Background: an optimization exercise with open tools, aiming at small area, a short achievable clock period and few clock cycles. Do not read the settings as production practice. In this exercise RTL edits were held to simulation tests only and were not proved equivalent to the original.

==> design.v <==
`timescale 1ns/10ps
module geofence (clk, reset, X, Y, valid, is_inside);
input clk;
input reset;
input [9:0] X;
input [9:0] Y;
output reg valid;
output reg is_inside;
localparam S0 = 3'd0, S1 = 3'd1, S2 = 3'd2, S3 = 3'd3, SF = 3'd4;
reg [3:0] cnt;           
reg [2:0] st;
reg [9:0] px, py;        
reg       wsx, wsy;      
reg [9:0] wmx, wmy;
reg       lsx, lsy, rsx, rsy;
reg [9:0] lmx, lmy, rmx, rmy;
wire [10:0] dx = {1'b0, X} - {1'b0, px};
wire [10:0] dy = {1'b0, Y} - {1'b0, py};
wire       dsx = dx[10];
wire       dsy = dy[10];
wire [9:0] dmx = (dx[9:0] ^ {10{dsx}}) + {9'd0, dsx};
wire [9:0] dmy = (dy[9:0] ^ {10{dsy}}) + {9'd0, dsy};
wire       a_n, a_z, b_n, b_z;
xsign ua (.a(lmx), .b(wmy), .c(lmy), .d(wmx), .neg(a_n), .zero(a_z));   
xsign ub (.a(wmx), .b(rmy), .c(wmy), .d(rmx), .neg(b_n), .zero(b_z));   
wire lzx = lmx == 0, lzy = lmy == 0, wzx = wmx == 0, wzy = wmy == 0;
wire rzx = rmx == 0, rzy = rmy == 0;
wire a_s1 = lsx ^ wsy, a_s2 = lsy ^ wsx;
wire b_s1 = wsx ^ rsy, b_s2 = wsy ^ rsx;
wire [1:0] ca = (a_s1 != a_s2) ? (((lzx || wzy) && (lzy || wzx)) ? 2'b01 : {a_s1, 1'b0})
                               : (a_z ? 2'b01 : {a_s1 ^ a_n, 1'b0});
wire [1:0] cb = (b_s1 != b_s2) ? (((wzx || rzy) && (wzy || rzx)) ? 2'b01 : {b_s1, 1'b0})
                               : (b_z ? 2'b01 : {b_s1 ^ b_n, 1'b0});
wire a_neg = ca[1], a_zero = ca[0], a_pos = !ca[1] && !ca[0];
wire b_neg = cb[1], b_zero = cb[0];
wire w_zero = wzx && wzy;
wire opp = (!lzx && (lsx != wsx)) || (!lzy && (lsy != wsy));
reg [2:0] st_n;
reg       set_l, set_r, neg_l;
always @(*) begin
    st_n  = st;
    set_l = 1'b0;
    set_r = 1'b0;
    neg_l = 1'b0;
    if (!w_zero) begin
        case (st)
        S0: begin st_n = S1; set_l = 1'b1; set_r = 1'b1; end
        S1: begin
            if (a_neg && b_neg) st_n = SF;
            else if (a_neg) begin set_l = 1'b1; if (b_zero) st_n = S2; end
            else if (b_neg) begin set_r = 1'b1; if (a_zero) st_n = S2; end
            else if (a_zero && b_zero && opp) st_n = S3;
        end
        S2: if (a_neg) st_n = SF;
        S3: if (a_pos) st_n = S2;
            else if (a_neg) begin st_n = S2; neg_l = 1'b1; end
        default: st_n = SF;
        endcase
    end
end
wire proc = (cnt >= 4'd2) && (cnt <= 4'd8);
always @(posedge clk or posedge reset) begin
    if (reset) begin
        cnt <= 4'd0;
        st <= S0;
        valid <= 1'b0;
        is_inside <= 1'b0;
    end else begin
        cnt <= (cnt == 4'd9) ? 4'd0 : cnt + 4'd1;
        valid <= (cnt == 4'd8);
        if (cnt == 4'd8) is_inside <= (st_n == SF);
        if (proc) st <= st_n;
        else st <= S0;
    end
end
always @(posedge clk) begin
    if (cnt == 4'd0) begin
        px <= X;
        py <= Y;
    end
    wsx <= dsx; wmx <= dmx;
    wsy <= dsy; wmy <= dmy;
    if (proc && set_l) begin
        lsx <= wsx; lmx <= wmx;
        lsy <= wsy; lmy <= wmy;
    end else if (proc && neg_l) begin
        lsx <= !lsx;
        lsy <= !lsy;
    end
    if (proc && set_r) begin
        rsx <= wsx; rmx <= wmx;
        rsy <= wsy; rmy <= wmy;
    end
end
endmodule
module xsign (input [9:0] a, input [9:0] b, input [9:0] c, input [9:0] d, output neg, output zero);
wire [9:0] cn = ~c, dn = ~d;
wire t1, t2, t3, t4, t5, t6, t7, t8, t9, t10, t11, t12, t13, t14, t15, t16, t17, t18, t19, t20, t21, t22, t23, t24, t25, t26, t27, t28, t29, t30, t31, t32, t33, t34, t35, t36, t37, t38, t39, t40, t41, t42, t43, t44, t45, t46, t47, t48, t49, t50, t51, t52, t53, t54, t55, t56, t57, t58, t59, t60, t61, t62, t63, t64, t65, t66, t67, t68, t69, t70, t71, t72, t73, t74, t75, t76, t77, t78, t79, t80, t81, t82, t83, t84, t85, t86, t87, t88, t89, t90, t91, t92, t93, t94, t95, t96, t97, t98, t99, t100, t101, t102, t103, t104, t105, t106, t107, t108, t109, t110, t111, t112, t113, t114, t115, t116, t117, t118, t119, t120, t121, t122, t123, t124, t125, t126, t127, t128, t129, t130, t131, t132, t133, t134, t135, t136, t137, t138, t139, t140, t141, t142, t143, t144, t145, t146, t147, t148, t149, t150, t151, t152, t153, t154, t155, t156, t157, t158, t159, t160, t161, t162, t163, t164, t165, t166, t167, t168, t169, t170, t171, t172, t173, t174, t175, t176, t177, t178, t179, t180, t181, t182, t183, t184, t185, t186, t187, t188, t189, t190, t191, t192, t193, t194, t195, t196, t197, t198, t199, t200, t201, t202, t203, t204, t205, t206, t207, t208, t209, t210, t211, t212, t213, t214, t215, t216, t217, t218, t219, t220, t221, t222, t223, t224, t225, t226, t227, t228, t229, t230, t231, t232, t233, t234, t235, t236, t237, t238, t239, t240, t241, t242, t243, t244, t245, t246, t247, t248, t249, t250, t251, t252, t253, t254, t255, t256, t257, t258, t259, t260, t261, t262, t263, t264, t265, t266, t267, t268, t269, t270, t271, t272, t273, t274, t275, t276, t277, t278, t279, t280, t281, t282, t283, t284, t285, t286, t287, t288, t289, t290, t291, t292, t293, t294, t295, t296, t297, t298, t299, t300, t301, t302, t303, t304, t305, t306, t307, t308, t309, t310, t311, t312, t313, t314, t315, t316, t317, t318, t319, t320, t321, t322, t323, t324, t325, t326, t327, t328, t329, t330, t331, t332, t333, t334, t335, t336, t337, t338, t339, t340, t341, t342, t343, t344, t345, t346, t347, t348, t349, t350, t351, t352, t353, t354, t355, t356, t357, t358, t359, t360, t361, t362, t363, t364, t365, t366, t367, t368, t369, t370, t371, t372, t373, t374, t375, t376, t377, t378, t379, t380, t381, t382, t383, t384, t385, t386, t387, t388, t389, t390, t391, t392, t393, t394, t395, t396, t397, t398, t399, t400, t401, t402, t403, t404, t405, t406, t407, t408, t409, t410, t411, t412, t413, t414, t415, t416, t417, t418, t419, t420, t421, t422, t423, t424, t425, t426, t427, t428, t429, t430, t431, t432, t433, t434, t435, t436, t437, t438, t439, t440, t441, t442, t443, t444, t445, t446, t447, t448, t449, t450, t451, t452, t453, t454, t455, t456, t457, t458, t459, t460, t461, t462, t463, t464, t465, t466, t467, t468, t469, t470, t471, t472, t473, t474, t475, t476, t477, t478, t479, t480, t481, t482, t483, t484, t485, t486, t487, t488, t489, t490, t491, t492, t493, t494, t495, t496, t497, t498, t499, t500, t501, t502, t503, t504, t505, t506, t507, t508, t509, t510, t511, t512, t513, t514, t515, t516, t517, t518, t519, t520, t521, t522, t523, t524, t525, t526, t527, t528, t529, t530, t531, t532, t533, t534, t535, t536, t537, t538, t539, t540, t541, t542, t543, t544, t545, t546, t547, t548, t549, t550, t551, t552, t553, t554, t555, t556, t557, t558, t559, t560, t561, t562, t563, t564, t565, t566, t567, t568, t569, t570, t571, t572, t573, t574, t575, t576, t577, t578, t579, t580, t581, t582, t583, t584, t585, t586, t587, t588, t589, t590, t591, t592, t593, t594, t595, t596, t597, t598, t599, t600, t601, t602, t603, t604;
assign t1 = (a[0] & b[0]);
assign t2 = (cn[0] & d[0]);
assign t3 = d[0];
assign t4 = (a[0] & b[1]);
assign t5 = (a[1] & b[0]);
assign t6 = (cn[1] & d[0]);
assign t7 = (cn[0] & d[1]);
assign t8 = d[1];
assign t9 = (a[0] & b[2]);
assign t10 = (a[1] & b[1]);
assign t11 = (a[2] & b[0]);
assign t12 = (cn[2] & d[0]);
assign t13 = (cn[1] & d[1]);
assign t14 = (cn[0] & d[2]);
assign t15 = d[2];
assign t16 = (a[0] & b[3]);
assign t17 = (a[1] & b[2]);
assign t18 = (a[2] & b[1]);
assign t19 = (a[3] & b[0]);
assign t20 = (cn[3] & d[0]);
assign t21 = (cn[2] & d[1]);
assign t22 = (cn[1] & d[2]);
assign t23 = (cn[0] & d[3]);
assign t24 = d[3];
assign t25 = (a[0] & b[4]);
assign t26 = (a[1] & b[3]);
assign t27 = (a[2] & b[2]);
assign t28 = (a[3] & b[1]);
assign t29 = (a[4] & b[0]);
assign t30 = (cn[4] & d[0]);
assign t31 = (cn[3] & d[1]);
assign t32 = (cn[2] & d[2]);
assign t33 = (cn[1] & d[3]);
assign t34 = (cn[0] & d[4]);
assign t35 = d[4];
assign t36 = (a[0] & b[5]);
assign t37 = (a[1] & b[4]);
assign t38 = (a[2] & b[3]);
assign t39 = (a[3] & b[2]);
assign t40 = (a[4] & b[1]);
assign t41 = (a[5] & b[0]);
assign t42 = (cn[5] & d[0]);
assign t43 = (cn[4] & d[1]);
assign t44 = (cn[3] & d[2]);
assign t45 = (cn[2] & d[3]);
assign t46 = (cn[1] & d[4]);
assign t47 = (cn[0] & d[5]);
assign t48 = d[5];
assign t49 = (a[0] & b[6]);
assign t50 = (a[1] & b[5]);
assign t51 = (a[2] & b[4]);
assign t52 = (a[3] & b[3]);
assign t53 = (a[4] & b[2]);
assign t54 = (a[5] & b[1]);
assign t55 = (a[6] & b[0]);
assign t56 = (cn[6] & d[0]);
assign t57 = (cn[5] & d[1]);
assign t58 = (cn[4] & d[2]);
assign t59 = (cn[3] & d[3]);
assign t60 = (cn[2] & d[4]);
assign t61 = (cn[1] & d[5]);
assign t62 = (cn[0] & d[6]);
assign t63 = d[6];
assign t64 = (a[0] & b[7]);
assign t65 = (a[1] & b[6]);
assign t66 = (a[2] & b[5]);
assign t67 = (a[3] & b[4]);
assign t68 = (a[4] & b[3]);
assign t69 = (a[5] & b[2]);
assign t70 = (a[6] & b[1]);
assign t71 = (a[7] & b[0]);
assign t72 = (cn[7] & d[0]);
assign t73 = (cn[6] & d[1]);
assign t74 = (cn[5] & d[2]);
assign t75 = (cn[4] & d[3]);
assign t76 = (cn[3] & d[4]);
assign t77 = (cn[2] & d[5]);
assign t78 = (cn[1] & d[6]);
assign t79 = (cn[0] & d[7]);
assign t80 = d[7];
assign t81 = (a[0] & b[8]);
assign t82 = (a[1] & b[7]);
assign t83 = (a[2] & b[6]);
assign t84 = (a[3] & b[5]);
assign t85 = (a[4] & b[4]);
assign t86 = (a[5] & b[3]);
assign t87 = (a[6] & b[2]);
assign t88 = (a[7] & b[1]);
assign t89 = (a[8] & b[0]);
assign t90 = (cn[8] & d[0]);
assign t91 = (cn[7] & d[1]);
assign t92 = (cn[6] & d[2]);
assign t93 = (cn[5] & d[3]);
assign t94 = (cn[4] & d[4]);
assign t95 = (cn[3] & d[5]);
assign t96 = (cn[2] & d[6]);
assign t97 = (cn[1] & d[7]);
assign t98 = (cn[0] & d[8]);
assign t99 = d[8];
assign t100 = (a[0] & b[9]);
assign t101 = (a[1] & b[8]);
assign t102 = (a[2] & b[7]);
assign t103 = (a[3] & b[6]);
assign t104 = (a[4] & b[5]);
assign t105 = (a[5] & b[4]);
assign t106 = (a[6] & b[3]);
assign t107 = (a[7] & b[2]);
assign t108 = (a[8] & b[1]);
assign t109 = (a[9] & b[0]);
assign t110 = (cn[9] & d[0]);
assign t111 = (cn[8] & d[1]);
assign t112 = (cn[7] & d[2]);
assign t113 = (cn[6] & d[3]);
assign t114 = (cn[5] & d[4]);
assign t115 = (cn[4] & d[5]);
assign t116 = (cn[3] & d[6]);
assign t117 = (cn[2] & d[7]);
assign t118 = (cn[1] & d[8]);
assign t119 = (cn[0] & d[9]);
assign t120 = d[9];
assign t121 = (a[1] & b[9]);
assign t122 = (a[2] & b[8]);
assign t123 = (a[3] & b[7]);
assign t124 = (a[4] & b[6]);
assign t125 = (a[5] & b[5]);
assign t126 = (a[6] & b[4]);
assign t127 = (a[7] & b[3]);
assign t128 = (a[8] & b[2]);
assign t129 = (a[9] & b[1]);
assign t130 = (cn[9] & d[1]);
assign t131 = (cn[8] & d[2]);
assign t132 = (cn[7] & d[3]);
assign t133 = (cn[6] & d[4]);
assign t134 = (cn[5] & d[5]);
assign t135 = (cn[4] & d[6]);
assign t136 = (cn[3] & d[7]);
assign t137 = (cn[2] & d[8]);
assign t138 = (cn[1] & d[9]);
assign t139 = dn[0];
assign t140 = (a[2] & b[9]);
assign t141 = (a[3] & b[8]);
assign t142 = (a[4] & b[7]);
assign t143 = (a[5] & b[6]);
assign t144 = (a[6] & b[5]);
assign t145 = (a[7] & b[4]);
assign t146 = (a[8] & b[3]);
assign t147 = (a[9] & b[2]);
assign t148 = (cn[9] & d[2]);
assign t149 = (cn[8] & d[3]);
assign t150 = (cn[7] & d[4]);
assign t151 = (cn[6] & d[5]);
assign t152 = (cn[5] & d[6]);
assign t153 = (cn[4] & d[7]);
assign t154 = (cn[3] & d[8]);
assign t155 = (cn[2] & d[9]);
assign t156 = dn[1];
assign t157 = (a[3] & b[9]);
assign t158 = (a[4] & b[8]);
assign t159 = (a[5] & b[7]);
assign t160 = (a[6] & b[6]);
assign t161 = (a[7] & b[5]);
assign t162 = (a[8] & b[4]);
assign t163 = (a[9] & b[3]);
assign t164 = (cn[9] & d[3]);
assign t165 = (cn[8] & d[4]);
assign t166 = (cn[7] & d[5]);
assign t167 = (cn[6] & d[6]);
assign t168 = (cn[5] & d[7]);
assign t169 = (cn[4] & d[8]);
assign t170 = (cn[3] & d[9]);
assign t171 = dn[2];
assign t172 = (a[4] & b[9]);
assign t173 = (a[5] & b[8]);
assign t174 = (a[6] & b[7]);
assign t175 = (a[7] & b[6]);
assign t176 = (a[8] & b[5]);
assign t177 = (a[9] & b[4]);
assign t178 = (cn[9] & d[4]);
assign t179 = (cn[8] & d[5]);
assign t180 = (cn[7] & d[6]);
assign t181 = (cn[6] & d[7]);
assign t182 = (cn[5] & d[8]);
assign t183 = (cn[4] & d[9]);
assign t184 = dn[3];
assign t185 = (a[5] & b[9]);
assign t186 = (a[6] & b[8]);
assign t187 = (a[7] & b[7]);
assign t188 = (a[8] & b[6]);
assign t189 = (a[9] & b[5]);
assign t190 = (cn[9] & d[5]);
assign t191 = (cn[8] & d[6]);
assign t192 = (cn[7] & d[7]);
assign t193 = (cn[6] & d[8]);
assign t194 = (cn[5] & d[9]);
assign t195 = dn[4];
assign t196 = (a[6] & b[9]);
assign t197 = (a[7] & b[8]);
assign t198 = (a[8] & b[7]);
assign t199 = (a[9] & b[6]);
assign t200 = (cn[9] & d[6]);
assign t201 = (cn[8] & d[7]);
assign t202 = (cn[7] & d[8]);
assign t203 = (cn[6] & d[9]);
assign t204 = dn[5];
assign t205 = (a[7] & b[9]);
assign t206 = (a[8] & b[8]);
assign t207 = (a[9] & b[7]);
assign t208 = (cn[9] & d[7]);
assign t209 = (cn[8] & d[8]);
assign t210 = (cn[7] & d[9]);
assign t211 = dn[6];
assign t212 = (a[8] & b[9]);
assign t213 = (a[9] & b[8]);
assign t214 = (cn[9] & d[8]);
assign t215 = (cn[8] & d[9]);
assign t216 = dn[7];
assign t217 = (a[9] & b[9]);
assign t218 = (cn[9] & d[9]);
assign t219 = dn[8];
assign t220 = dn[9];
assign {t222, t221} = {1'b0, t100} + {1'b0, t101} + {1'b0, t102};
assign {t224, t223} = {1'b0, t121} + {1'b0, t122} + {1'b0, t123};
assign {t226, t225} = {1'b0, t49} + {1'b0, t50} + {1'b0, t51};
assign {t228, t227} = {1'b0, t64} + {1'b0, t65} + {1'b0, t66};
assign {t230, t229} = {1'b0, t67} + {1'b0, t68} + {1'b0, t69};
assign t231 = t70 ^ t71;
assign t232 = t70 & t71;
assign {t234, t233} = {1'b0, t81} + {1'b0, t82} + {1'b0, t83};
assign {t236, t235} = {1'b0, t84} + {1'b0, t85} + {1'b0, t86};
assign {t238, t237} = {1'b0, t87} + {1'b0, t88} + {1'b0, t89};
assign {t240, t239} = {1'b0, t90} + {1'b0, t91} + {1'b0, t92};
assign t241 = t93 ^ t94;
assign t242 = t93 & t94;
assign {t244, t243} = {1'b0, t103} + {1'b0, t104} + {1'b0, t105};
assign {t246, t245} = {1'b0, t106} + {1'b0, t107} + {1'b0, t108};
assign {t248, t247} = {1'b0, t109} + {1'b0, t110} + {1'b0, t111};
assign {t250, t249} = {1'b0, t112} + {1'b0, t113} + {1'b0, t114};
assign {t252, t251} = {1'b0, t115} + {1'b0, t116} + {1'b0, t117};
assign t253 = t118 ^ t119;
assign t254 = t118 & t119;
assign {t256, t255} = {1'b0, t124} + {1'b0, t125} + {1'b0, t126};
assign {t258, t257} = {1'b0, t127} + {1'b0, t128} + {1'b0, t129};
assign {t260, t259} = {1'b0, t130} + {1'b0, t131} + {1'b0, t132};
assign {t262, t261} = {1'b0, t133} + {1'b0, t134} + {1'b0, t135};
assign {t264, t263} = {1'b0, t136} + {1'b0, t137} + {1'b0, t138};
assign t265 = ~(t139 ^ t223);
assign t266 = t139 | t223;
assign {t268, t267} = {1'b0, t140} + {1'b0, t141} + {1'b0, t142};
assign {t270, t269} = {1'b0, t143} + {1'b0, t144} + {1'b0, t145};
assign {t272, t271} = {1'b0, t146} + {1'b0, t147} + {1'b0, t148};
assign {t274, t273} = {1'b0, t149} + {1'b0, t150} + {1'b0, t151};
assign {t276, t275} = {1'b0, t152} + {1'b0, t153} + {1'b0, t154};
assign t277 = t155 ^ t156;
assign t278 = t155 & t156;
assign {t280, t279} = {1'b0, t157} + {1'b0, t158} + {1'b0, t159};
assign {t282, t281} = {1'b0, t160} + {1'b0, t161} + {1'b0, t162};
assign {t284, t283} = {1'b0, t163} + {1'b0, t164} + {1'b0, t165};
assign {t286, t285} = {1'b0, t166} + {1'b0, t167} + {1'b0, t168};
assign {t288, t287} = {1'b0, t172} + {1'b0, t173} + {1'b0, t174};
assign {t290, t289} = {1'b0, t175} + {1'b0, t176} + {1'b0, t177};
assign {t292, t291} = {1'b0, t25} + {1'b0, t26} + {1'b0, t27};
assign {t294, t293} = {1'b0, t36} + {1'b0, t37} + {1'b0, t38};
assign {t296, t295} = {1'b0, t39} + {1'b0, t40} + {1'b0, t41};
assign t297 = t42 ^ t43;
assign t298 = t42 & t43;
assign {t300, t299} = {1'b0, t52} + {1'b0, t53} + {1'b0, t54};
assign {t302, t301} = {1'b0, t55} + {1'b0, t56} + {1'b0, t57};
assign {t304, t303} = {1'b0, t58} + {1'b0, t59} + {1'b0, t60};
assign t305 = t61 ^ t62;
assign t306 = t61 & t62;
assign {t308, t307} = {1'b0, t72} + {1'b0, t73} + {1'b0, t74};
assign {t310, t309} = {1'b0, t75} + {1'b0, t76} + {1'b0, t77};
assign {t312, t311} = {1'b0, t78} + {1'b0, t79} + {1'b0, t80};
assign {t314, t313} = {1'b0, t227} + {1'b0, t229} + {1'b0, t231};
assign {t316, t315} = {1'b0, t95} + {1'b0, t96} + {1'b0, t97};
assign {t318, t317} = {1'b0, t98} + {1'b0, t99} + {1'b0, t233};
assign {t320, t319} = {1'b0, t235} + {1'b0, t237} + {1'b0, t239};
assign {t322, t321} = {1'b0, t241} + {1'b0, t228} + {1'b0, t230};
assign {t324, t323} = {1'b0, t120} + {1'b0, t221} + {1'b0, t243};
assign {t326, t325} = {1'b0, t245} + {1'b0, t247} + {1'b0, t249};
assign {t328, t327} = {1'b0, t251} + {1'b0, t253} + {1'b0, t234};
assign {t330, t329} = {1'b0, t236} + {1'b0, t238} + {1'b0, t240};
assign {t332, t331} = {1'b0, t222} + {1'b0, t255} + {1'b0, t257};
assign {t334, t333} = {1'b0, t259} + {1'b0, t261} + {1'b0, t263};
assign {t336, t335} = {1'b0, t265} + {1'b0, t244} + {1'b0, t246};
assign {t338, t337} = {1'b0, t248} + {1'b0, t250} + {1'b0, t252};
assign {t340, t339} = {1'b0, t224} + {1'b0, t267} + {1'b0, t269};
assign {t342, t341} = {1'b0, t271} + {1'b0, t273} + {1'b0, t275};
assign {t344, t343} = {1'b0, t277} + {1'b0, t256} + {1'b0, t258};
assign {t346, t345} = {1'b0, t260} + {1'b0, t262} + {1'b0, t264};
assign {t348, t347} = {1'b0, t169} + {1'b0, t170} + {1'b0, t171};
assign {t350, t349} = {1'b0, t279} + {1'b0, t281} + {1'b0, t283};
assign {t352, t351} = {1'b0, t285} + {1'b0, t268} + {1'b0, t270};
assign {t354, t353} = {1'b0, t272} + {1'b0, t274} + {1'b0, t276};
assign {t356, t355} = {1'b0, t178} + {1'b0, t179} + {1'b0, t180};
assign {t358, t357} = {1'b0, t181} + {1'b0, t182} + {1'b0, t183};
assign {t360, t359} = {1'b0, t184} + {1'b0, t287} + {1'b0, t289};
assign {t362, t361} = {1'b0, t280} + {1'b0, t282} + {1'b0, t284};
assign {t364, t363} = {1'b0, t185} + {1'b0, t186} + {1'b0, t187};
assign {t366, t365} = {1'b0, t188} + {1'b0, t189} + {1'b0, t190};
assign {t368, t367} = {1'b0, t191} + {1'b0, t192} + {1'b0, t193};
assign {t370, t369} = {1'b0, t194} + {1'b0, t195} + {1'b0, t288};
assign {t372, t371} = {1'b0, t196} + {1'b0, t197} + {1'b0, t198};
assign {t374, t373} = {1'b0, t199} + {1'b0, t200} + {1'b0, t201};
assign t375 = t9 ^ t10;
assign t376 = t9 & t10;
assign {t378, t377} = {1'b0, t16} + {1'b0, t17} + {1'b0, t18};
assign {t380, t379} = {1'b0, t19} + {1'b0, t20} + {1'b0, t21};
assign {t382, t381} = {1'b0, t28} + {1'b0, t29} + {1'b0, t30};
assign {t384, t383} = {1'b0, t31} + {1'b0, t32} + {1'b0, t33};
assign t385 = t34 ^ t35;
assign t386 = t34 & t35;
assign {t388, t387} = {1'b0, t44} + {1'b0, t45} + {1'b0, t46};
assign {t390, t389} = {1'b0, t47} + {1'b0, t48} + {1'b0, t293};
assign {t392, t391} = {1'b0, t295} + {1'b0, t297} + {1'b0, t292};
assign {t394, t393} = {1'b0, t63} + {1'b0, t225} + {1'b0, t299};
assign {t396, t395} = {1'b0, t301} + {1'b0, t303} + {1'b0, t305};
assign {t398, t397} = {1'b0, t294} + {1'b0, t296} + {1'b0, t298};
assign {t400, t399} = {1'b0, t226} + {1'b0, t307} + {1'b0, t309};
assign {t402, t401} = {1'b0, t311} + {1'b0, t313} + {1'b0, t300};
assign {t404, t403} = {1'b0, t302} + {1'b0, t304} + {1'b0, t306};
assign {t406, t405} = {1'b0, t232} + {1'b0, t315} + {1'b0, t317};
assign {t408, t407} = {1'b0, t319} + {1'b0, t321} + {1'b0, t308};
assign {t410, t409} = {1'b0, t310} + {1'b0, t312} + {1'b0, t314};
assign {t412, t411} = {1'b0, t242} + {1'b0, t323} + {1'b0, t325};
assign {t414, t413} = {1'b0, t327} + {1'b0, t329} + {1'b0, t316};
assign {t416, t415} = {1'b0, t318} + {1'b0, t320} + {1'b0, t322};
assign {t418, t417} = {1'b0, t254} + {1'b0, t331} + {1'b0, t333};
assign {t420, t419} = {1'b0, t335} + {1'b0, t337} + {1'b0, t324};
assign {t422, t421} = {1'b0, t326} + {1'b0, t328} + {1'b0, t330};
assign {t424, t423} = {1'b0, t266} + {1'b0, t339} + {1'b0, t341};
assign {t426, t425} = {1'b0, t343} + {1'b0, t345} + {1'b0, t332};
assign {t428, t427} = {1'b0, t334} + {1'b0, t336} + {1'b0, t338};
assign {t430, t429} = {1'b0, t278} + {1'b0, t347} + {1'b0, t349};
assign {t432, t431} = {1'b0, t351} + {1'b0, t353} + {1'b0, t340};
assign {t434, t433} = {1'b0, t342} + {1'b0, t344} + {1'b0, t346};
assign {t436, t435} = {1'b0, t286} + {1'b0, t355} + {1'b0, t357};
assign {t438, t437} = {1'b0, t359} + {1'b0, t361} + {1'b0, t348};
assign {t440, t439} = {1'b0, t350} + {1'b0, t352} + {1'b0, t354};
assign {t442, t441} = {1'b0, t290} + {1'b0, t363} + {1'b0, t365};
assign {t444, t443} = {1'b0, t367} + {1'b0, t369} + {1'b0, t356};
assign {t446, t445} = {1'b0, t358} + {1'b0, t360} + {1'b0, t362};
assign {t448, t447} = {1'b0, t202} + {1'b0, t203} + {1'b0, t204};
assign {t450, t449} = {1'b0, t371} + {1'b0, t373} + {1'b0, t364};
assign {t452, t451} = {1'b0, t366} + {1'b0, t368} + {1'b0, t370};
assign {t454, t453} = {1'b0, t205} + {1'b0, t206} + {1'b0, t207};
assign {t456, t455} = {1'b0, t208} + {1'b0, t209} + {1'b0, t210};
assign {t458, t457} = {1'b0, t211} + {1'b0, t372} + {1'b0, t374};
assign {t460, t459} = {1'b0, t212} + {1'b0, t213} + {1'b0, t214};
assign t461 = t4 ^ t5;
assign t462 = t4 & t5;
assign {t464, t463} = {1'b0, t11} + {1'b0, t12} + {1'b0, t13};
assign t465 = t14 ^ t15;
assign t466 = t14 & t15;
assign {t468, t467} = {1'b0, t22} + {1'b0, t23} + {1'b0, t24};
assign {t470, t469} = {1'b0, t377} + {1'b0, t379} + {1'b0, t376};
assign {t472, t471} = {1'b0, t291} + {1'b0, t381} + {1'b0, t383};
assign {t474, t473} = {1'b0, t385} + {1'b0, t378} + {1'b0, t380};
assign {t476, t475} = {1'b0, t387} + {1'b0, t389} + {1'b0, t391};
assign {t478, t477} = {1'b0, t382} + {1'b0, t384} + {1'b0, t386};
assign {t480, t479} = {1'b0, t393} + {1'b0, t395} + {1'b0, t397};
assign {t482, t481} = {1'b0, t388} + {1'b0, t390} + {1'b0, t392};
assign {t484, t483} = {1'b0, t399} + {1'b0, t401} + {1'b0, t403};
assign {t486, t485} = {1'b0, t394} + {1'b0, t396} + {1'b0, t398};
assign {t488, t487} = {1'b0, t405} + {1'b0, t407} + {1'b0, t409};
assign {t490, t489} = {1'b0, t400} + {1'b0, t402} + {1'b0, t404};
assign {t492, t491} = {1'b0, t411} + {1'b0, t413} + {1'b0, t415};
assign {t494, t493} = {1'b0, t406} + {1'b0, t408} + {1'b0, t410};
assign {t496, t495} = {1'b0, t417} + {1'b0, t419} + {1'b0, t421};
assign {t498, t497} = {1'b0, t412} + {1'b0, t414} + {1'b0, t416};
assign {t500, t499} = {1'b0, t423} + {1'b0, t425} + {1'b0, t427};
assign {t502, t501} = {1'b0, t418} + {1'b0, t420} + {1'b0, t422};
assign {t504, t503} = {1'b0, t429} + {1'b0, t431} + {1'b0, t433};
assign {t506, t505} = {1'b0, t424} + {1'b0, t426} + {1'b0, t428};
assign {t508, t507} = {1'b0, t435} + {1'b0, t437} + {1'b0, t439};
assign {t510, t509} = {1'b0, t430} + {1'b0, t432} + {1'b0, t434};
assign {t512, t511} = {1'b0, t441} + {1'b0, t443} + {1'b0, t445};
assign {t514, t513} = {1'b0, t436} + {1'b0, t438} + {1'b0, t440};
assign {t516, t515} = {1'b0, t447} + {1'b0, t449} + {1'b0, t451};
assign {t518, t517} = {1'b0, t442} + {1'b0, t444} + {1'b0, t446};
assign {t520, t519} = {1'b0, t453} + {1'b0, t455} + {1'b0, t457};
assign {t522, t521} = {1'b0, t448} + {1'b0, t450} + {1'b0, t452};
assign {t524, t523} = {1'b0, t215} + {1'b0, t216} + {1'b0, t459};
assign {t526, t525} = {1'b0, t454} + {1'b0, t456} + {1'b0, t458};
assign {t528, t527} = {1'b0, t217} + {1'b0, t218} + {1'b0, t219};
assign t529 = t6 ^ t7;
assign t530 = t6 & t7;
assign {t532, t531} = {1'b0, t375} + {1'b0, t463} + {1'b0, t465};
assign {t534, t533} = {1'b0, t467} + {1'b0, t469} + {1'b0, t464};
assign {t536, t535} = {1'b0, t471} + {1'b0, t473} + {1'b0, t468};
assign {t538, t537} = {1'b0, t475} + {1'b0, t477} + {1'b0, t472};
assign {t540, t539} = {1'b0, t479} + {1'b0, t481} + {1'b0, t476};
assign {t542, t541} = {1'b0, t483} + {1'b0, t485} + {1'b0, t480};
assign {t544, t543} = {1'b0, t487} + {1'b0, t489} + {1'b0, t484};
assign {t546, t545} = {1'b0, t491} + {1'b0, t493} + {1'b0, t488};
assign {t548, t547} = {1'b0, t495} + {1'b0, t497} + {1'b0, t492};
assign {t550, t549} = {1'b0, t499} + {1'b0, t501} + {1'b0, t496};
assign {t552, t551} = {1'b0, t503} + {1'b0, t505} + {1'b0, t500};
assign {t554, t553} = {1'b0, t507} + {1'b0, t509} + {1'b0, t504};
assign {t556, t555} = {1'b0, t511} + {1'b0, t513} + {1'b0, t508};
assign {t558, t557} = {1'b0, t515} + {1'b0, t517} + {1'b0, t512};
assign {t560, t559} = {1'b0, t519} + {1'b0, t521} + {1'b0, t516};
assign {t562, t561} = {1'b0, t523} + {1'b0, t525} + {1'b0, t520};
assign {t564, t563} = {1'b0, t460} + {1'b0, t527} + {1'b0, t524};
assign t565 = t1 ^ t2;
assign t566 = t1 & t2;
assign {t568, t567} = {1'b0, t8} + {1'b0, t461} + {1'b0, t529};
assign {t570, t569} = {1'b0, t462} + {1'b0, t531} + {1'b0, t530};
assign {t572, t571} = {1'b0, t466} + {1'b0, t533} + {1'b0, t532};
assign {t574, t573} = {1'b0, t470} + {1'b0, t535} + {1'b0, t534};
assign {t576, t575} = {1'b0, t474} + {1'b0, t537} + {1'b0, t536};
assign {t578, t577} = {1'b0, t478} + {1'b0, t539} + {1'b0, t538};
assign {t580, t579} = {1'b0, t482} + {1'b0, t541} + {1'b0, t540};
assign {t582, t581} = {1'b0, t486} + {1'b0, t543} + {1'b0, t542};
assign {t584, t583} = {1'b0, t490} + {1'b0, t545} + {1'b0, t544};
assign {t586, t585} = {1'b0, t494} + {1'b0, t547} + {1'b0, t546};
assign {t588, t587} = {1'b0, t498} + {1'b0, t549} + {1'b0, t548};
assign {t590, t589} = {1'b0, t502} + {1'b0, t551} + {1'b0, t550};
assign {t592, t591} = {1'b0, t506} + {1'b0, t553} + {1'b0, t552};
assign {t594, t593} = {1'b0, t510} + {1'b0, t555} + {1'b0, t554};
assign {t596, t595} = {1'b0, t514} + {1'b0, t557} + {1'b0, t556};
assign {t598, t597} = {1'b0, t518} + {1'b0, t559} + {1'b0, t558};
assign {t600, t599} = {1'b0, t522} + {1'b0, t561} + {1'b0, t560};
assign {t602, t601} = {1'b0, t526} + {1'b0, t563} + {1'b0, t562};
assign {t604, t603} = {1'b0, t220} + {1'b0, t528} + {1'b0, t564};
wire [20:0] r1 = {1'b1, t603, t601, t599, t597, t595, t593, t591, t589, t587, t585, t583, t581, t579, t577, t575, t573, t571, t569, t567, t3};
wire [20:0] r2 = {t604, t602, t600, t598, t596, t594, t592, t590, t588, t586, t584, t582, t580, t578, t576, t574, t572, t570, t568, t566, t565};
wire [20:0] s = r1 + r2;
assign neg = s[20];
wire [20:0] zc = {r1[19:0] | r2[19:0], 1'b0};
assign zero = ((r1 ^ r2) == zc);
endmodule
==> run.sh <==
#!/bin/bash
# synth_recipe.tcl (not shown) runs the flow's synth.tcl, then flattens the netlist and writes it again
# the make line also repeats each setting of config.mk as NAME=value (left out here)
make -C /OpenROAD-flow-scripts/flow DESIGN_CONFIG=/design/flow/config.mk WORK_HOME=/design/flow/orfs CLKGATE_MAP_FILE= SYNTH_SCRIPT=/design/flow/synth_recipe.tcl finish
==> config.mk <==
export PLATFORM = sky130hd
export DESIGN_NAME = geofence
export DESIGN_NICKNAME = geofence
export VERILOG_FILES = /design/flow/design.v
export SDC_FILE = /design/flow/constraint.sdc
export NUM_CORES = 4
export LEC_CHECK = 0
export CAP_MARGIN = 20
export CORE_MARGIN = 2
export CORE_UTILIZATION = 40
export SLEW_MARGIN = 20
==> constraint.sdc <==
create_clock -name core_clock -period 13.0 [get_ports {clk}]
set_input_delay 2.6000 -clock core_clock [delete_from_list [all_inputs] [get_ports {clk}]]
set_output_delay 2.6000 -clock core_clock [all_outputs]
set_load 0.01 [all_outputs]
==> load_flow_metrics.sql, run 1 <==
INSERT INTO impl_metrics (metric_group, metric, value, unit) VALUES
('critical_path', 'worst_setup_path_startpoint', 'wmx[1]$_DFF_P_', ''),
('grt', 'grt_pass1_wl', '71280', 'µm'),
('critical_path', 'crit_type', 'reg -> reg', ''),
('timing', 'tightest_slew', '0.8038', 'ns'),
('critical_path', 'worst_setup_path_end_kind', 'flip-flop', ''),
('critical_path', 'rr_endpoint', 'lsy$_DFFE_PP_', ''),
('drt', 'dr_total_vias', '11910', ''),
('clocking', 'buffer_type_at_the_clock_tree_root', 'sky130_fd_sc_hd__clkbuf_16', ''),
('floorplanning', 'floorplan.initialDensity', '40.57', '%'),
('yosys', 'netlist.area_leader.share', '41.24', '%'),
('critical_path', 'kind_of_start_point_of_the_critical_path', 'flip-flop', ''),
('grt', 'track_usage', '20.68', '%'),
('clocking', 'clock_slew_at_the_register_clock_pins_of_the_worst_setup_and_hold_paths', '0.08', 'ns'),
('critical_path', 'worstReg2RegStart', 'wmx[1]$_DFF_P_', ''),
('yosys', 'ys_async_sr_fraction', '9.474', '%'),
('clocking', 'postCtsHoldBufs', '0', ''),
('drt', 'number_of_nets_with_antenna_violations_after_detailed_routing', '0', ''),
('grt', 'largest_net_degree_at_the_start_of_global_routing', '26', ''),
('drt', 'totalWireLength', '43820', 'µm'),
('clocking', 'cts_max_path_buffers', '2', ''),
('grt', 'number_of_antenna_violations_at_the_first_check_in_global_routing', '0', ''),
('drt', 'drtIter0Drc', '759', ''),
('yosys', 'synth.yosys.seq_area_share', '14.81', '%'),
('place', 'place.port_buffers', '23', ''),
('timing', 'fin_setup_tns', '0', 'ns'),
('floorplanning', 'number_of_rows_in_the_core_area', '76', ''),
('timing', 'fin_crit_sh', '58.86', '%'),
('drt', 'vias_per_cell', '5.126', ''),
('yosys', 'syn-cell-area', '17480', 'µm²'),
('critical_path', 'timing.reg2reg.worst_path_depth', '21', ''),
('grt', 'gr-total-overflow', '0', ''),
('floorplanning', 'ioPinCount', '24', ''),
('timing', 'fmax', '0.1307', 'GHz'),
('yosys', 'synth_nets', '2263', ''),
('drt', 'drt-pass1-iter-count', '5', ''),
('critical_path', 'setup.worst_path.end', 'lsy$_DFFE_PP_', ''),
('cells_and_area', 'drive_above_1_share', '3.048', '%'),
('timing', 'setup_viol', '0', ''),
('cells_and_area', 'stdcell_area', '18630', 'µm²'),
('yosys', 'synth_area_per_cell', '9.946', 'µm²'),
('timing', 'clock-skew-final', '0.01235', 'ns'),
('clocking', 'cts_post_setup_buffers_inserted', '0', ''),
('critical_path', 'crit_required', '13.10', 'ns'),
('critical_path', 'ff2ff_setup_slack', '5.35', 'ns'),
('cells_and_area', 'num_antenna_cells', '0', ''),
('place', 'gpl.final_weighted_congestion', '0.8593', ''),
('cells_and_area', 'multi_input_comb_area', '13340', 'µm²'),
('drt', 'routed_wire_length_per_instance', '18.85', 'µm'),
('cells_and_area', 'instances_no_fill', '2324', ''),
('critical_path', 'crit_arrival', '7.75', 'ns'),
('floorplanning', 'fp.dieArea', '45380', 'µm²'),
('timing', 'rsz0062_at_grt', 'no', ''),
('yosys', 'yosys.cell_types.count', '67', ''),
('yosys', 'cell_count_after_synthesis', '1757', ''),
('grt', 'vias_in_the_first_global_route', '13190', ''),
('cells_and_area', 'finish.net_count', '2240', ''),
('drt', 'drc_errors', '0', ''),
('status', 'outcome', 'timing/DRC/antenna clean', ''),
('clocking', 'h-tree-depth', '3', ''),
('timing', 'post-route-min-period', '7.651', 'ns'),
('timing', 'max_slew_margin', '45.92', '%'),
('timing', 'finalHoldViolCount', '0', ''),
('yosys', 'postSynthRegisterBits', '95', ''),
('worst_hold_path', 'timing.hold.worst.class', 'reg -> reg', ''),
('yosys', 'post_synthesis_cell_type_with_the_largest_combined_area', 'sky130_fd_sc_hd__fa_1', ''),
('place', 'place_hpwl', '33040', 'µm'),
('place', 'place.detailed.instances', '2308', ''),
('floorplanning', 'die_y', '213.0', 'µm');
==> area by class of cell <==
type / count / area share (%)
multi-input combinational: 1247 / 71.62
sequential: 95 / 13.89
inverter: 336 / 6.771
tap: 585 / 3.929
timing repair buffer: 45 / 2.123
clock buffer: 9 / 1.209
clock inverter: 7 / 0.4567
==> logic make-up after synthesis <==
logic type               share of synthesized area [%]
XOR/XNOR                                         4.260
adder cells (fa/ha/maj)                          50.12
buffers and inverters                            8.914
AO/OA/AOI/OAI                                    4.067
AND/OR/NAND/NOR                                  17.55
multiplexers                                    0.2864
flip-flops                                       14.81
==> Yosys cell counts (all sizes together) (2+ instances only) <==
master / instances
ha: 124
o211ai: 2
a211oi: 2
a221oi: 5
a21boi: 3
nor2b: 92
o21ai: 26
a211o: 2
nor2: 70
fa: 360
a22oi: 4
nand2: 135
a21oi: 34
nor4: 24
or2: 2
and3: 2
nor3: 14
or3: 7
or4b: 2
inv: 334
clkbuf: 76
and2: 110
dfxtp: 22
xnor2: 53
buf: 3
nor4b: 7
a221o: 2
nand3: 17
nand2b: 63
nand3b: 2
mux2i: 5
xor2: 32
a31oi: 4
nor3b: 3
a21o: 8
edfxtp: 64
nand4: 12
clkinv: 2
dfrtp: 9
==> how the worst min path moves through the flow <==
| stage | to | from | cells past startpoint |
|---|---|---|---|
| floorplan | lmy[1]$_DFFE_PP_ | wmy[1]$_DFF_P_ | 0 |
| detailed placement | is_inside$_DFFE_PP0P_ | is_inside$_DFFE_PP0P_ | 2 |
| finish | is_inside$_DFFE_PP0P_ | is_inside$_DFFE_PP0P_ | 2 |
| global route | is_inside$_DFFE_PP0P_ | is_inside$_DFFE_PP0P_ | 2 |
| CTS | is_inside$_DFFE_PP0P_ | is_inside$_DFFE_PP0P_ | 2 |
| global placement | is_inside$_DFFE_PP0P_ | is_inside$_DFFE_PP0P_ | 2 |
==> metrics by stage <==
stage | utilization (%) | hold slack, ns | setup slack, ns
floorplan | - | 0.4659 | 5.089
global placement | 42.52 | 0.5260 | 5.564
detailed placement | 42.52 | 0.5248 | 5.425
CTS | 43.24 | 0.5503 | 5.425
global route | 43.24 | 0.5694 | 4.817
finish | 43.24 | 0.5482 | 5.349
==> critical path: stages, from the launching register on <==
cell                       delay [ns]
sky130_fd_sc_hd__dfxtp_1         0.81
sky130_fd_sc_hd__inv_1           0.43
sky130_fd_sc_hd__nor2_1          0.24
sky130_fd_sc_hd__fa_1            0.46
sky130_fd_sc_hd__fa_1            0.51
sky130_fd_sc_hd__inv_1           0.05
sky130_fd_sc_hd__fa_1            0.56
sky130_fd_sc_hd__fa_1            0.45
sky130_fd_sc_hd__fa_1            0.50
sky130_fd_sc_hd__fa_1            0.52
sky130_fd_sc_hd__inv_1           0.05
sky130_fd_sc_hd__ha_1            0.33
sky130_fd_sc_hd__a21oi_1         0.16
sky130_fd_sc_hd__o21ai_0         0.17
sky130_fd_sc_hd__nor4b_1         0.40
sky130_fd_sc_hd__a221oi_2        0.10
sky130_fd_sc_hd__o211ai_1        0.27
sky130_fd_sc_hd__mux2i_1         0.42
sky130_fd_sc_hd__nand4_1         0.13
sky130_fd_sc_hd__a211o_1         0.35
sky130_fd_sc_hd__inv_2           0.34
sky130_fd_sc_hd__mux2i_1         0.12
==> registers in the layout, indices dropped and copies added, names as in the netlist <==
register and flops:
lsy 1, rmx 10, cnt 4, lmy 10, is_inside 1, lmx 10
wsy 1, wsx 1, st 3, lsx 1, rsx 1, valid 1
wmx 10, px 10, rmy 10, rsy 1, py 10, wmy 10
==> placed cells by master (no fill, tap or decap), types with 5 or more instances in the layout <==
cell type and instances:
sky130_fd_sc_hd__dfrtp_1 9, sky130_fd_sc_hd__mux2i_1 5, sky130_fd_sc_hd__nor4b_1 7, sky130_fd_sc_hd__buf_4 22
sky130_fd_sc_hd__nor4_1 22, sky130_fd_sc_hd__nor2_1 70, sky130_fd_sc_hd__nor2b_1 92, sky130_fd_sc_hd__clkbuf_16 9
sky130_fd_sc_hd__o21ai_1 9, sky130_fd_sc_hd__inv_1 332, sky130_fd_sc_hd__ha_1 124, sky130_fd_sc_hd__nand2b_1 63
sky130_fd_sc_hd__clkdlybuf4s50_1 23, sky130_fd_sc_hd__fa_1 360, sky130_fd_sc_hd__nor3_1 12, sky130_fd_sc_hd__a21oi_1 34
sky130_fd_sc_hd__nand4_1 12, sky130_fd_sc_hd__dfxtp_1 22, sky130_fd_sc_hd__xnor2_1 53, sky130_fd_sc_hd__edfxtp_1 64
sky130_fd_sc_hd__o21ai_0 16, sky130_fd_sc_hd__nand2_1 135, sky130_fd_sc_hd__a21o_1 8, sky130_fd_sc_hd__xor2_1 32
sky130_fd_sc_hd__nand3_1 17, sky130_fd_sc_hd__and2_1 110, sky130_fd_sc_hd__or3_1 6
==> per-layer routing <==
metal | routed length (µm) | GRT usage [%] | vias up | share of wire (%)
met3 | 2641 | 2.662 | 69 | 6.0
met4 | 1011 | 5.643 | 0 | 2.3
met2 | 22090 | 35.59 | 361 | 50
met1 | 18070 | 27.49 | 6191 | 41
li1 | - | - | 5291 | -
met5 | 0 | 0 | - | 0
Testbench counts, summed over its fixed seeds: cycles 12,800.
==> run 2, diff against run 1 <==
--- a/config.mk
+++ b/config.mk
@@ -8,4 +8,5 @@
 export CAP_MARGIN = 20
 export CORE_MARGIN = 2
 export CORE_UTILIZATION = 40
+export SETUP_SLACK_MARGIN = 5
 export SLEW_MARGIN = 20
==> run 2 against run 1 <==
Final cell count unchanged. Critical path type unchanged. Clock skew up 0.0010 ns. Register-to-register slack better by 0.11 ns. Still clean. Sequential share of layout area about the same. Core utilization about the same.
==> load_flow_metrics.sql, run 2 <==
INSERT INTO impl_metrics (metric_group, metric, value, unit) VALUES
('status', 'outcome', 'timing/DRC/antenna clean', ''),
('worst_hold_path', 'min_from', 'is_inside$_DFFE_PP0P_', ''),
('yosys', 'synth_nets', '2263', ''),
('critical_path', 'kind_of_start_point_of_the_critical_path', 'flip-flop', ''),
('grt', 'globalRoute.busiestLayer', 'met2', ''),
('timing', 'whs', '0.5482', 'ns'),
('timing', 'tightest_slew', '0.8068', 'ns'),
('clocking', 'cts_post_setup_buffers_inserted', '0', ''),
('critical_path', 'crit_arrival', '7.63', 'ns'),
('clocking', 'cts_tree', 'done', ''),
('critical_path', 'worstReg2RegStart', 'wmx[6]$_DFF_P_', ''),
('cells_and_area', 'most-common-layout-cells', 'sky130_fd_sc_hd__fa_1, sky130_fd_sc_hd__inv_1, sky130_fd_sc_hd__nand2_1, sky130_fd_sc_hd__ha_1, sky130_fd_sc_hd__and2_1', ''),
('cells_and_area', 'num_antenna_cells', '0', ''),
('grt', 'number_of_antenna_violations_at_the_first_check_in_global_routing', '0', ''),
('yosys', 'ys_async_sr_fraction', '9.474', '%'),
('clocking', 'cts-buffers-inserted', '9', ''),
('place', 'place.port_buffers', '23', ''),
('drt', 'drtIter0Drc', '759', ''),
('floorplanning', 'die_y', '213.0', 'µm'),
('yosys', 'post_synthesis_cell_type_with_the_largest_combined_area', 'sky130_fd_sc_hd__fa_1', ''),
('grt', 'global_route.usage.met2', '35.59', '%'),
('timing', 'setup_viol', '0', ''),
('yosys', 'synth_area_per_cell', '9.946', 'µm²'),
('drt', 'number_of_nets_with_antenna_violations_after_detailed_routing', '0', ''),
('critical_path', 'timing.reg2reg.worst_path_depth', '22', ''),
('grt', 'largest_net_degree_at_the_start_of_global_routing', '26', ''),
('clocking', 'clock_slew_at_the_register_clock_pins_of_the_worst_setup_and_hold_paths', '0.08', 'ns'),
('clocking', 'insertion_delay', '0.35', 'ns'),
('yosys', 'ys.flop_type', 'sky130_fd_sc_hd__edfxtp_1', ''),
('timing', 'post-route-min-period', '7.537', 'ns'),
('drt', 'totalWireLength', '43810', 'µm'),
('yosys', 'postSynthRegisterBits', '95', ''),
('critical_path', 'worst_setup_path_startpoint', 'wmx[6]$_DFF_P_', ''),
('worst_hold_path', 'timing.hold.worst.class', 'reg -> reg', ''),
('grt', 'gr-total-overflow', '0', ''),
('yosys', 'synth-edff-count', '64', ''),
('yosys', 'synth_common_cells', 'sky130_fd_sc_hd__fa_1, sky130_fd_sc_hd__inv_1, sky130_fd_sc_hd__nand2_1', ''),
('timing', 'fin_crit_sh', '57.98', '%'),
('critical_path', 'critical_path_peak_fanout', '21', ''),
('drt', 'routed_wire_length_per_instance', '18.85', 'µm'),
('cells_and_area', 'multi_input_comb_area', '13340', 'µm²'),
('cells_and_area', 'areaGrowthSynthToFinish', '6.601', '%'),
('clocking', 'post_cts_resize_count', '0', ''),
('grt', 'grt.met3_usage', '2.662', '%'),
('drt', 'dr_total_vias', '11900', ''),
('grt', 'met1_usage', '27.49', '%'),
('yosys', 'synth.yosys.seq_area_share', '14.81', '%'),
('yosys', 'synth_top_cells_by_area', 'sky130_fd_sc_hd__fa_1, sky130_fd_sc_hd__edfxtp_1, sky130_fd_sc_hd__ha_1', ''),
('cells_and_area', 'drive_above_1_share', '3.105', '%'),
('yosys', 'cell_count_after_synthesis', '1757', ''),
('drt', 'drt-pass1-iter-count', '5', ''),
('flow_run', 'cap_violations', '0', ''),
('place', 'place.detailed.instances', '2308', ''),
('yosys', 'syn-cell-area', '17480', 'µm²'),
('critical_path', 'crit_type', 'reg -> reg', ''),
('drt', 'vias_per_cell', '5.122', ''),
('timing', 'rsz0062_at_grt', 'no', ''),
('place', 'gpl.final_weighted_congestion', '0.8593', ''),
('drt', 'drc_errors', '0', ''),
('floorplanning', 'core_area', '43080', 'µm²'),
('yosys', 'netlist.area_leader.share', '41.24', '%'),
('floorplanning', 'dieWidth', '213.0', 'µm'),
('clocking', 'cts_sinks', '95', ''),
('timing', 'final_slew_viol_count', '0', ''),
('cells_and_area', 'instances_no_fill', '2324', ''),
('cells_and_area', 'most_common_cell_after_layout_fill_and_taps_aside', 'sky130_fd_sc_hd__fa_1', ''),
('clocking', 'postCtsHoldBufs', '0', ''),
('cells_and_area', 'seq_area', '2589', 'µm²'),
('timing', 'finalHoldViolCount', '0', ''),
('critical_path', 'crit_required', '13.10', 'ns'),
('floorplanning', 'floorplan.initialDensity', '40.57', '%'),
('grt', 'track_usage', '20.68', '%'),
('yosys', 'yosys.cell_count.top_type', 'sky130_fd_sc_hd__fa_1', ''),
('floorplanning', 'ioPinCount', '24', ''),
('grt', 'vias_in_the_first_global_route', '13190', ''),
('timing', 'fin_setup_tns', '0', 'ns'),
('floorplanning', 'number_of_rows_in_the_core_area', '76', ''),
('grt', 'grt_pass1_wl', '71280', 'µm'),
('clocking', 'cts_max_path_buffers', '2', ''),
('yosys', 'yosys.cell_types.count', '67', ''),
('cells_and_area', 'fillers', '4067', ''),
('worst_hold_path', 'worst_hold_path.num_cells', '2', ''),
('floorplanning', 'fp.dieArea', '45380', 'µm²'),
('cells_and_area', 'final_util', '43.25', '%'),
('timing', 'max_slew_margin', '45.72', '%'),
('timing', 'clock-skew-final', '0.01336', 'ns'),
('timing', 'fmax', '0.1327', 'GHz'),
('critical_path', 'worst_setup_path_end_kind', 'flip-flop', ''),
('cells_and_area', 'finish.net_count', '2240', ''),
('clocking', 'h-tree-depth', '3', ''),
('clocking', 'buffer_type_at_the_clock_tree_root', 'sky130_fd_sc_hd__clkbuf_16', ''),
('yosys', 'yosysWarnings', '1', ''),
('place', 'place_hpwl', '33040', 'µm');
## run 2: changes by cell type in the layout (fill, tap and decap cells not counted)
cell | previous run | this run
sky130_fd_sc_hd__dfxtp_2 | 0 | 1
sky130_fd_sc_hd__dfxtp_1 | 22 | 21
## run 2: per-stage QoR
stage                     cell area (µm²)  worst slack, ns
final                               18630            5.463
after global routing                18630            5.007
after CTS                           18630            5.425
after detailed placement            18320            5.425
after global placement              18320            5.564
after floorplan                     17480            5.089
## run 2: cell families after synthesis
| family | count (synthesis) | share of synthesized area, % |
|---|---|---|
| buf+inv | 415 | 8.914 |
| simple gates | 567 | 17.55 |
| flops | 95 | 14.81 |
| compound gates | 106 | 4.067 |
| xor+xnor | 85 | 4.260 |
| fa+ha+maj | 484 | 50.12 |
| mux | 5 | 0.2864 |
## run 2: final timing paths
kind,slack (ns),endpoint
max,5.46,lsy$_DFFE_PP_
min,0.55,is_inside$_DFFE_PP0P_
max reg2reg,5.46,lsy$_DFFE_PP_
min reg2reg,0.55,is_inside$_DFFE_PP0P_
max in group asynchronous,10.19,cnt[3]$_DFF_PP0_
min in group asynchronous,2.52,cnt[1]$_DFF_PP0_
## run 2: routing by layer
metal,part of all wire [%],vias to the layer above
met5,0,-
met4,2.2,0
met3,5.8,65
met2,51,357
met1,41,6192
li1,-,5289
## run 2: layout make-up
cell class / instances / share of cell area (%)
clock buffer: 9 / 1.209
clock inverter: 7 / 0.4567
inverter: 336 / 6.770
multi-input combinational: 1247 / 71.62
sequential: 95 / 13.90
tap: 585 / 3.929
timing repair buffer: 45 / 2.122
## run 2: critical path, cell delays in order, from the launching register on
cell and delay (ns):
sky130_fd_sc_hd__dfxtp_1 0.77, sky130_fd_sc_hd__buf_4 0.34, sky130_fd_sc_hd__nand2_1 0.10, sky130_fd_sc_hd__fa_1 0.52, sky130_fd_sc_hd__inv_1 0.05, sky130_fd_sc_hd__fa_1 0.52, sky130_fd_sc_hd__inv_1 0.07, sky130_fd_sc_hd__fa_1 0.56
sky130_fd_sc_hd__fa_1 0.45, sky130_fd_sc_hd__fa_1 0.46, sky130_fd_sc_hd__fa_1 0.57, sky130_fd_sc_hd__inv_1 0.05, sky130_fd_sc_hd__ha_1 0.34, sky130_fd_sc_hd__a21o_1 0.18, sky130_fd_sc_hd__a221o_1 0.33, sky130_fd_sc_hd__a221oi_2 0.33
sky130_fd_sc_hd__o21ai_2 0.16, sky130_fd_sc_hd__nor4bb_1 0.19, sky130_fd_sc_hd__nor3_2 0.33, sky130_fd_sc_hd__nand4_1 0.14, sky130_fd_sc_hd__a211o_1 0.35, sky130_fd_sc_hd__inv_2 0.34, sky130_fd_sc_hd__mux2i_1 0.12

afterwards: timing with drivers on the ports:
In the flow no input, the clock included, has a driving cell. The finished layouts below were timed again as built, in two steps. Step 1, drivers: a clkbuf_16 drives clk and a buf_2 each remaining input, both assumed. Step 2 adds t to the input delays and takes it off the output delays; t is the mean of the earliest and latest rising clock arrival at the registers after step 1. Input paths then give back, and output paths get back, about the clock's delay inside the block. a / b / c = no drivers / after step 1 / after step 2; a / b = the first two.
run	shift t [ns]	slack for setup (ns)	clock arrival spread, ns	cell pins on the clock port's net
run 1	0.392	5.349 / 5.349 / 5.349	0.012 / 0.013	1
run 2	0.392	5.463 / 5.463 / 5.463	0.014 / 0.014	1
After both steps setup and hold are still met in every run listed.
